Source: an optimization exercise on an open RTL-to-GDS flow (aim: small area and a short achievable clock period). Production flows keep margins and buffers that such runs may drop. At most, simulation tests tie the RTL to the original design; equivalence was not proved. Power is estimated from default activity; no workload was simulated.

Design kcpsm3, start of the top module:
module kcpsm3(
  output [9:0]  address,
  input  [17:0] instruction,
  output [7:0]  port_id,
  output        write_strobe,
  output [7:0]  out_port,
  output        read_strobe,
  input  [7:0]  in_port,
  input         interrupt,
  output        interrupt_ack,
  input         reset,
  input         clk);
Size in the first run: ~2600 cells after synthesis, roughly 1000 flip-flops, ~58 I/O pins.
==> flow/config.mk <==
export PLATFORM = sky130hd
export DESIGN_NAME = kcpsm3
export DESIGN_NICKNAME = kcpsm3
export VERILOG_FILES = /design/flow/design.v
export SDC_FILE = /design/flow/constraint.sdc
export NUM_CORES = 4
export LEC_CHECK = 0
export ABC_CLOCK_PERIOD_IN_PS = 2600
export CAP_MARGIN = 20
export CORE_MARGIN = 2
export CORE_UTILIZATION = 55
export CTS_CLUSTER_DIAMETER = 60
export CTS_CLUSTER_SIZE = 30
export SETUP_SLACK_MARGIN = 4.4
export SLEW_MARGIN = 20
export TNS_END_PERCENT = 20
==> flow/constraint.sdc <==
create_clock -name core_clock -period 7.0 [get_ports {clk}]
set_input_delay 1.4000 -clock core_clock [delete_from_list [all_inputs] [get_ports {clk}]]
set_output_delay 1.4000 -clock core_clock [all_outputs]
set_load 0.01 [all_outputs]
standard.sh (not shown) runs the stock make flow with config.mk's settings and CLKGATE_MAP_FILE= SYNTH_SCRIPT=/design/flow/synth_recipe.tcl, a recipe that flattens the netlist after the stock synthesis.
==> flow/flow/run.sh <==
#!/bin/bash
# Own layout flow: the standard flow (standard.sh, unchanged synthesis), with the
# port buffers made of a faster buffer cell and gate sizing not limited to cells of the
# same footprint. Everything else, including the constraints, is the standard flow's.
set -euo pipefail
bash standard.sh \
  MATCH_CELL_FOOTPRINT=0 \
  "BUFFER_PORTS_ARGS=-buffer_cell sky130_fd_sc_hd__buf_4" \
  finish > standard_flow.log 2>&1
==> next run, changes <==
--- a/flow/design.v
+++ b/flow/design.v
@@ -72,17 +72,17 @@
     else if (pop)       sp <= sp_down;
     if (push)     tos <= active_interrupt ? pc : pc_inc;
     else if (pop) tos <= stack_rd;
   end
   genvar g;
   generate
     for (g = 0; g < 29; g = g + 1) begin : stk
       always @(posedge clk)
-        if (push && sp_sel[(g + 31) % 32]) stack_mem[g] <= tos;
+        if (sp_sel[(g + 31) % 32]) stack_mem[g] <= tos;
     end
   endgenerate
   reg  [7:0] regs [0:15];
   wire [15:0] x_sel = 16'd1 << ins[11:8];
   wire [15:0] y_sel = 16'd1 << ins[7:4];
   reg  [7:0] sx, sy;
   always @(*) begin
     sx = 8'd0;
@@ -91,16 +91,17 @@
       sx = sx | ({8{x_sel[k]}} & regs[k]);
       sy = sy | ({8{y_sel[k]}} & regs[k]);
     end
   end
   reg  [7:0] sx_q, op2_q;
   wire [7:0] op2 = ins[12] ? sy : ins[7:0];
   reg  [7:0] s_lo, s_hi;   
   reg  [17:13] iq;       
+  reg  r_shift, r_in, r_fetch, r_arith, r_logic;   
   reg  cin_q;            
   wire a_cycle = ~internal_reset & ~t_state;
   wire store_op = (top3 == 3'b101) & ins[14] & ins[13];
   wire reg_op   = (top3 == 3'b000) | (top3 == 3'b001) | (top3 == 3'b011) | (top3 == 3'b100);
   wire flag_op  = (top4 == 4'b0010) | (top4 == 4'b0011) | (top4 == 4'b0100) | (top4 == 4'b0101) |
                   (top4 == 4'b0110) | (top4 == 4'b0111) | (top4 == 4'b1000) | (top4 == 4'b1110);
   reg  reg_en, mem_en, flag_en;
   always @(posedge clk) begin
@@ -109,20 +110,32 @@
     flag_en <= a_cycle & flag_op;
   end
   always @(posedge clk) begin
     sx_q  <= sx;
     op2_q <= op2;
     s_lo  <= 8'd1 << op2[2:0];
     s_hi  <= 8'd1 << op2[5:3];
     iq    <= ins[17:13];
+    r_shift <= ins[17];
+    r_in    <= ~ins[17] & (top4[2:0] == 3'b001) & ~ins[13];
+    r_fetch <= ~ins[17] & (top4[2:0] == 3'b001) & ins[13];
+    r_arith <= ~ins[17] & ins[16] & (ins[15] | ins[14]);
+    r_logic <= ~ins[17] & ~(top4[2:0] == 3'b001) & ~(ins[16] & (ins[15] | ins[14]));
     cin_q <= ins[14] ^ (ins[13] & carry_flag);
   end
-  assign out_port = sx_q;
-  assign port_id  = op2_q;
+  wire io_op  = ~ins[16] & ins[14] & ~ins[13] & (ins[17] == ins[15]);
+  wire out_op = io_op & ins[17];
+  reg  [7:0] out_q, port_q;
+  always @(posedge clk) begin
+    out_q  <= sx  & {8{out_op}};
+    port_q <= op2 & {8{io_op}};
+  end
+  assign out_port = out_q;
+  assign port_id  = port_q;
   wire [7:0] a = sx_q;
   wire [7:0] b = op2_q;
   wire [3:0] qtop4 = iq[17:14];
   reg [7:0] logical;
   always @(*)
     case (iq[14:13])
       2'b00: logical = b;
       2'b01: logical = a & b;
@@ -144,29 +157,26 @@
       row = 8'd0;
       for (k = 0; k < 8; k = k + 1) begin
         s_sel[j * 8 + k] = s_hi[j] & s_lo[k];
         row = row | ({8{s_lo[k]}} & scratch[j * 8 + k]);
       end
       fetched = fetched | ({8{s_hi[j]}} & row);
     end
   end
-  wire sel_input = (qtop4 == 4'b0001);
-  wire sel_arith = iq[16] & (iq[15] | iq[14]);
-  wire [7:0] result = iq[17]    ? shifted :
-                      sel_input ? (iq[13] ? fetched : in_port) :
-                      sel_arith ? sum[7:0] : logical;
+  wire [7:0] result = ({8{r_shift}} & shifted) | ({8{r_in}} & in_port) | ({8{r_fetch}} & fetched) |
+                      ({8{r_arith}} & sum[7:0]) | ({8{r_logic}} & logical);
   wire parity    = ^(a & b);
   wire new_carry = iq[17] ? (iq[15] ? shadow_carry : shift_carry)
                  : iq[16] ? ((~iq[15] & ~iq[14]) ? parity : arith_carry) : 1'b0;
   wire [7:0] bb = b ^ {8{iq[14]}};
   wire [7:0] zero_carry = {a[6:0] | bb[6:0], cin_q};
   wire arith_zero = &(~(a ^ bb ^ zero_carry));
   wire new_zero  = iq[17] ? (iq[16] ? shadow_zero : (shifted == 8'd0))
-                          : (sel_arith ? arith_zero : (logical == 8'd0));
+                          : (r_arith ? arith_zero : (logical == 8'd0));
   always @(posedge clk) begin
     for (k = 0; k < 16; k = k + 1)
       if (reg_en & x_sel[k]) regs[k] <= result;
     for (k = 0; k < 64; k = k + 1)
       if (mem_en & s_sel[k]) scratch[k] <= a;
     if (internal_reset) begin
       carry_flag <= 1'b0;
       zero_flag  <= 1'b0;
Result: Sequential share of layout area increases by 1.1 points; total power increases by a few percent; wire length decreases by roughly a tenth; worst setup slack gains 280 ps; cell area decreases slightly; first-iteration DRC count decreases by about a fifth; register-to-register slack gains 410 ps; via count decreases by a few percent.
Function was not checked in any run of this note: the RTL went through the layout flow alone.


alpha:
The RTL this note starts from:
==> flow/design.v <==
`timescale 1 ps / 1ps
module kcpsm3(
  output [9:0]  address,
  input  [17:0] instruction,
  output [7:0]  port_id,
  output        write_strobe,
  output [7:0]  out_port,
  output        read_strobe,
  input  [7:0]  in_port,
  input         interrupt,
  output        interrupt_ack,
  input         reset,
  input         clk);
  wire [17:0] ins = instruction;
  wire [3:0]  top4 = ins[17:14];
  wire [2:0]  top3 = ins[17:15];
  reg reset_delay, internal_reset, t_state;
  always @(posedge clk) begin
    reset_delay    <= reset;
    internal_reset <= reset | reset_delay;
    t_state        <= ~t_state & ~internal_reset;
  end
  reg carry_flag, zero_flag;
  reg clean_int, active_interrupt, int_ack, int_enable, shadow_carry, shadow_zero;
  wire int_update = active_interrupt | (ins[17] & ins[16] & ins[15]);
  always @(posedge clk) begin
    clean_int        <= interrupt & ~internal_reset;
    active_interrupt <= ~internal_reset & t_state & clean_int & int_enable & ~active_interrupt;
    int_ack          <= active_interrupt;
    if (active_interrupt) begin
      shadow_carry <= carry_flag;
      shadow_zero  <= zero_flag;
    end
    if (internal_reset)
      int_enable <= 1'b0;
    else if (int_update)
      int_enable <= ~active_interrupt & ins[0] & ~int_ack;
  end
  assign interrupt_ack = int_ack;
  wire condition_met = ins[11] ? (ins[10] ? ~carry_flag : carry_flag)
                               : (ins[10] ? ~zero_flag  : zero_flag);
  wire move_group = (top4 == 4'b1100) | (top4 == 4'b1101) | (top4 == 4'b1110) | (top4 == 4'b1010);
  wire taken      = move_group & (~ins[12] | condition_met);
  wire call_op    = (top4 == 4'b1100);
  wire ret_op     = (top4 == 4'b1010) | (top4 == 4'b1110);
  reg  [9:0] pc;
  reg  [9:0] tos;
  wire [9:0] pc_inc = pc + 10'd1;
  wire [9:0] vector = ins[15] ? tos : ins[9:0];
  always @(posedge clk)
    if (internal_reset)        pc <= 10'd0;
    else if (active_interrupt) pc <= 10'h3FF;
    else if (~t_state)         pc <= taken ? vector : pc_inc;
  assign address = pc;
  function [4:0] lfsr_state(input integer n);
    case (n)
      0: lfsr_state = 5'h01;
      1: lfsr_state = 5'h02;
      2: lfsr_state = 5'h04;
      3: lfsr_state = 5'h09;
      4: lfsr_state = 5'h12;
      5: lfsr_state = 5'h05;
      6: lfsr_state = 5'h0b;
      7: lfsr_state = 5'h16;
      8: lfsr_state = 5'h0c;
      9: lfsr_state = 5'h19;
      10: lfsr_state = 5'h13;
      11: lfsr_state = 5'h07;
      12: lfsr_state = 5'h0f;
      13: lfsr_state = 5'h1f;
      14: lfsr_state = 5'h1e;
      15: lfsr_state = 5'h1c;
      16: lfsr_state = 5'h18;
      17: lfsr_state = 5'h11;
      18: lfsr_state = 5'h03;
      19: lfsr_state = 5'h06;
      20: lfsr_state = 5'h0d;
      21: lfsr_state = 5'h1b;
      22: lfsr_state = 5'h17;
      23: lfsr_state = 5'h0e;
      24: lfsr_state = 5'h1d;
      25: lfsr_state = 5'h1a;
      26: lfsr_state = 5'h15;
      27: lfsr_state = 5'h0a;
      28: lfsr_state = 5'h14;
      29: lfsr_state = 5'h08;
      30: lfsr_state = 5'h10;
      default: lfsr_state = 5'h00;
    endcase
  endfunction
  wire push = ~internal_reset & ~t_state & (active_interrupt | (call_op & taken));
  wire pop  = ~internal_reset & ~t_state & ~active_interrupt & ret_op & taken;
  reg  [4:0] sp;
  wire [4:0] sp_up   = {sp[3:0], sp[4] ^ sp[2]};
  wire [4:0] sp_down = {sp[0] ^ sp[3], sp[4:1]};
  reg  [9:0] stack_mem [0:28];
  reg  [9:0] stack_rd;
  integer k;
  always @(*) begin
    stack_rd = 10'd0;
    for (k = 0; k < 29; k = k + 1)
      stack_rd = stack_rd | ({10{sp == lfsr_state(k + 2)}} & stack_mem[k]);
  end
  always @(posedge clk) begin
    if (internal_reset) sp <= lfsr_state(0);
    else if (push)      sp <= sp_up;
    else if (pop)       sp <= sp_down;
    if (push)     tos <= active_interrupt ? pc : pc_inc;
    else if (pop) tos <= stack_rd;
  end
  genvar g;
  generate
    for (g = 0; g < 29; g = g + 1) begin : stk
      always @(posedge clk)
        if (sp == lfsr_state(g + 1)) stack_mem[g] <= tos;
    end
  endgenerate
  reg  [7:0] regs [0:15];
  wire [15:0] x_sel = 16'd1 << ins[11:8];
  wire [15:0] y_sel = 16'd1 << ins[7:4];
  reg  [7:0] sx, sy;
  always @(*) begin
    sx = 8'd0;
    sy = 8'd0;
    for (k = 0; k < 16; k = k + 1) begin
      sx = sx | ({8{x_sel[k]}} & regs[k]);
      sy = sy | ({8{y_sel[k]}} & regs[k]);
    end
  end
  reg  [7:0] sx_q, op2_q;
  wire [7:0] op2 = ins[12] ? sy : ins[7:0];
  reg  [7:0] s_lo, s_hi;   
  reg  [17:13] iq;       
  reg  [3:0] xq;         
  reg  r_shift, r_in, r_fetch, r_arith, r_logic;   
  reg  cin_q;            
  wire a_cycle = ~internal_reset & ~t_state;
  wire store_op = (top3 == 3'b101) & ins[14] & ins[13];
  wire reg_op   = (top3 == 3'b000) | (top3 == 3'b001) | (top3 == 3'b011) | (top3 == 3'b100);
  wire flag_op  = (top4 == 4'b0010) | (top4 == 4'b0011) | (top4 == 4'b0100) | (top4 == 4'b0101) |
                  (top4 == 4'b0110) | (top4 == 4'b0111) | (top4 == 4'b1000) | (top4 == 4'b1110);
  reg  reg_en, mem_en, flag_en;
  always @(posedge clk) begin
    reg_en  <= a_cycle & ~active_interrupt & reg_op;
    mem_en  <= a_cycle & ~active_interrupt & store_op;
    flag_en <= a_cycle & flag_op;
  end
  always @(posedge clk) begin
    sx_q  <= sx;
    op2_q <= op2;
    s_lo  <= 8'd1 << op2[2:0];
    s_hi  <= 8'd1 << op2[5:3];
    iq    <= ins[17:13];
    xq    <= ins[11:8];
    r_shift <= ins[17];
    r_in    <= ~ins[17] & (top4[2:0] == 3'b001) & ~ins[13];
    r_fetch <= ~ins[17] & (top4[2:0] == 3'b001) & ins[13];
    r_arith <= ~ins[17] & ins[16] & (ins[15] | ins[14]);
    r_logic <= ~ins[17] & ~(top4[2:0] == 3'b001) & ~(ins[16] & (ins[15] | ins[14]));
    cin_q <= ins[14] ^ (ins[13] & carry_flag);
  end
  wire io_op  = ~ins[16] & ins[14] & ~ins[13] & (ins[17] == ins[15]);
  wire out_op = io_op & ins[17];
  reg  [7:0] out_q, port_q;
  always @(posedge clk) begin
    out_q  <= sx  & {8{out_op}};
    port_q <= op2 & {8{io_op}};
  end
  assign out_port = out_q;
  assign port_id  = port_q;
  wire [7:0] a = sx_q;
  wire [7:0] b = op2_q;
  wire [3:0] qtop4 = iq[17:14];
  reg [7:0] logical;
  always @(*)
    case (iq[14:13])
      2'b00: logical = b;
      2'b01: logical = a & b;
      2'b10: logical = a | b;
      default: logical = a ^ b;
    endcase
  wire [8:0] sum = {1'b0, a} + {1'b0, b ^ {8{iq[14]}}} + {8'd0, cin_q};
  wire       arith_carry = sum[8] ^ iq[14];
  wire shift_in = b[2] ? (b[1] ? b[0] : a[0]) : (b[1] ? a[7] : carry_flag);
  wire [7:0] shifted = b[3] ? {shift_in, a[7:1]} : {a[6:0], shift_in};
  wire shift_carry = b[3] ? a[0] : a[7];
  reg  [7:0] scratch [0:63];
  reg  [63:0] s_sel;
  reg  [7:0] fetched, row;
  integer j;
  always @(*) begin
    fetched = 8'd0;
    for (j = 0; j < 8; j = j + 1) begin
      row = 8'd0;
      for (k = 0; k < 8; k = k + 1) begin
        s_sel[j * 8 + k] = s_hi[j] & s_lo[k];
        row = row | ({8{s_lo[k]}} & scratch[j * 8 + k]);
      end
      fetched = fetched | ({8{s_hi[j]}} & row);
    end
  end
  wire [7:0] result = ({8{r_shift}} & shifted) | ({8{r_in}} & in_port) | ({8{r_fetch}} & fetched) |
                      ({8{r_arith}} & sum[7:0]) | ({8{r_logic}} & logical);
  wire parity    = ^(a & b);
  wire new_carry = iq[17] ? (iq[15] ? shadow_carry : shift_carry)
                 : iq[16] ? ((~iq[15] & ~iq[14]) ? parity : arith_carry) : 1'b0;
  wire [7:0] bb = b ^ {8{iq[14]}};
  wire [7:0] zero_carry = {a[6:0] | bb[6:0], cin_q};
  wire arith_zero = &(~(a ^ bb ^ zero_carry));
  wire new_zero  = iq[17] ? (iq[16] ? shadow_zero : (shifted == 8'd0))
                          : (r_arith ? arith_zero : (logical == 8'd0));
  always @(posedge clk) begin
    for (k = 0; k < 16; k = k + 1)
      if (reg_en & (xq == k)) regs[k] <= result;
    for (k = 0; k < 64; k = k + 1)
      if (mem_en & s_sel[k]) scratch[k] <= a;
    if (internal_reset) begin
      carry_flag <= 1'b0;
      zero_flag  <= 1'b0;
    end else if (flag_en) begin
      carry_flag <= new_carry;
      zero_flag  <= new_zero;
    end
  end
  wire io_decode = ~t_state & ~active_interrupt & ~ins[16] & ins[14] & ~ins[13];
  reg  ws, rs;
  always @(posedge clk) begin
    ws <= ~internal_reset & io_decode & ins[17] & ins[15];
    rs <= ~internal_reset & io_decode & ~ins[17] & ~ins[15];
  end
  assign write_strobe = ws;
  assign read_strobe  = rs;
endmodule
clock: 7.0 ns
lec_check: 0
cap_margin: 20
core_margin: 2
core_utilization: 55
cts_cluster_diameter: 100
cts_cluster_size: 22
setup_slack_margin: 4.4
slew_margin: 20
tns_end_percent: 100
Scripts as last shown in full above: flow/flow/run.sh
Both conditions hold for alpha: the flow ran to the end and the final layout passed the timing, DRC and antenna checks.
The inputs of beta differ from those of alpha as listed below.
--- a/flow/design.v
+++ b/flow/design.v
@@ -145,11 +145,11 @@
     mem_en  <= a_cycle & ~active_interrupt & store_op;
     flag_en <= a_cycle & flag_op;
   end
   always @(posedge clk) begin
     sx_q  <= sx;
-    op2_q <= op2;
+    op2_q <= op2 ^ {8{~ins[17] & ins[16] & ins[14]}};
     s_lo  <= 8'd1 << op2[2:0];
     s_hi  <= 8'd1 << op2[5:3];
     iq    <= ins[17:13];
     xq    <= ins[11:8];
     r_shift <= ins[17];
@@ -177,11 +177,11 @@
       2'b00: logical = b;
       2'b01: logical = a & b;
       2'b10: logical = a | b;
       default: logical = a ^ b;
     endcase
-  wire [8:0] sum = {1'b0, a} + {1'b0, b ^ {8{iq[14]}}} + {8'd0, cin_q};
+  wire [8:0] sum = {1'b0, a} + {1'b0, b} + {8'd0, cin_q};
   wire       arith_carry = sum[8] ^ iq[14];
   wire shift_in = b[2] ? (b[1] ? b[0] : a[0]) : (b[1] ? a[7] : carry_flag);
   wire [7:0] shifted = b[3] ? {shift_in, a[7:1]} : {a[6:0], shift_in};
   wire shift_carry = b[3] ? a[0] : a[7];
   reg  [7:0] scratch [0:63];
@@ -202,11 +202,11 @@
   wire [7:0] result = ({8{r_shift}} & shifted) | ({8{r_in}} & in_port) | ({8{r_fetch}} & fetched) |
                       ({8{r_arith}} & sum[7:0]) | ({8{r_logic}} & logical);
   wire parity    = ^(a & b);
   wire new_carry = iq[17] ? (iq[15] ? shadow_carry : shift_carry)
                  : iq[16] ? ((~iq[15] & ~iq[14]) ? parity : arith_carry) : 1'b0;
-  wire [7:0] bb = b ^ {8{iq[14]}};
+  wire [7:0] bb = b;
   wire [7:0] zero_carry = {a[6:0] | bb[6:0], cin_q};
   wire arith_zero = &(~(a ^ bb ^ zero_carry));
   wire new_zero  = iq[17] ? (iq[16] ? shadow_zero : (shifted == 8'd0))
                           : (r_arith ? arith_zero : (logical == 8'd0));
   always @(posedge clk) begin
Notes after the runs:
Post-synthesis cell area: beta vs alpha, no meaningful difference
beta vs alpha on number of antenna violations at the first check in global routing: beta is the higher one.
Via count of the first global-routing pass is higher on beta
Total number of vias (beta over alpha): increase, 353
[compare] base=alpha new=beta: mean instance size in the synthesized netlist comparable; initial standard-cell utilization of the core comparable; share of power burned in registers now larger; final design instance area without fill comparable.
For beta, only the layout was checked, not whether the RTL still works.

-- port drivers added, routing unchanged --
Ports are ideal in the flow. The routed layouts listed here were re-timed in OpenROAD.
Step 1: set_driving_cell puts a clkbuf_16 on clk and a buf_2 on each other input, an assumption about the parent block.
Step 2, shift: input delay + t, output delay - t, t = (earliest + latest rising clock arrival at the registers) / 2. This alone moves slack from input paths to output paths.
Slacks: ideal ports / drivers / drivers and shift; pairs: ideal ports / drivers.
run	t, ns	setup WS [ns]	worst setup path after step 2	latest minus earliest clock arrival (ns)
the first run of note 1	0.718	3.874 / 3.860 / 3.143	input to register	0.037 / 0.037
the second run of note 1	0.679	4.151 / 4.118 / 3.439	input to register	0.048 / 0.048
alpha	0.708	4.301 / 4.301 / 3.655	input to register	0.026 / 0.026
beta	0.706	4.286 / 4.204 / 3.498	input to register	0.021 / 0.021
After both steps setup and hold are still met in every run listed. The setup slack of beta, which loses most, moves by -0.082 ns with the drivers and by -0.788 ns with both steps.
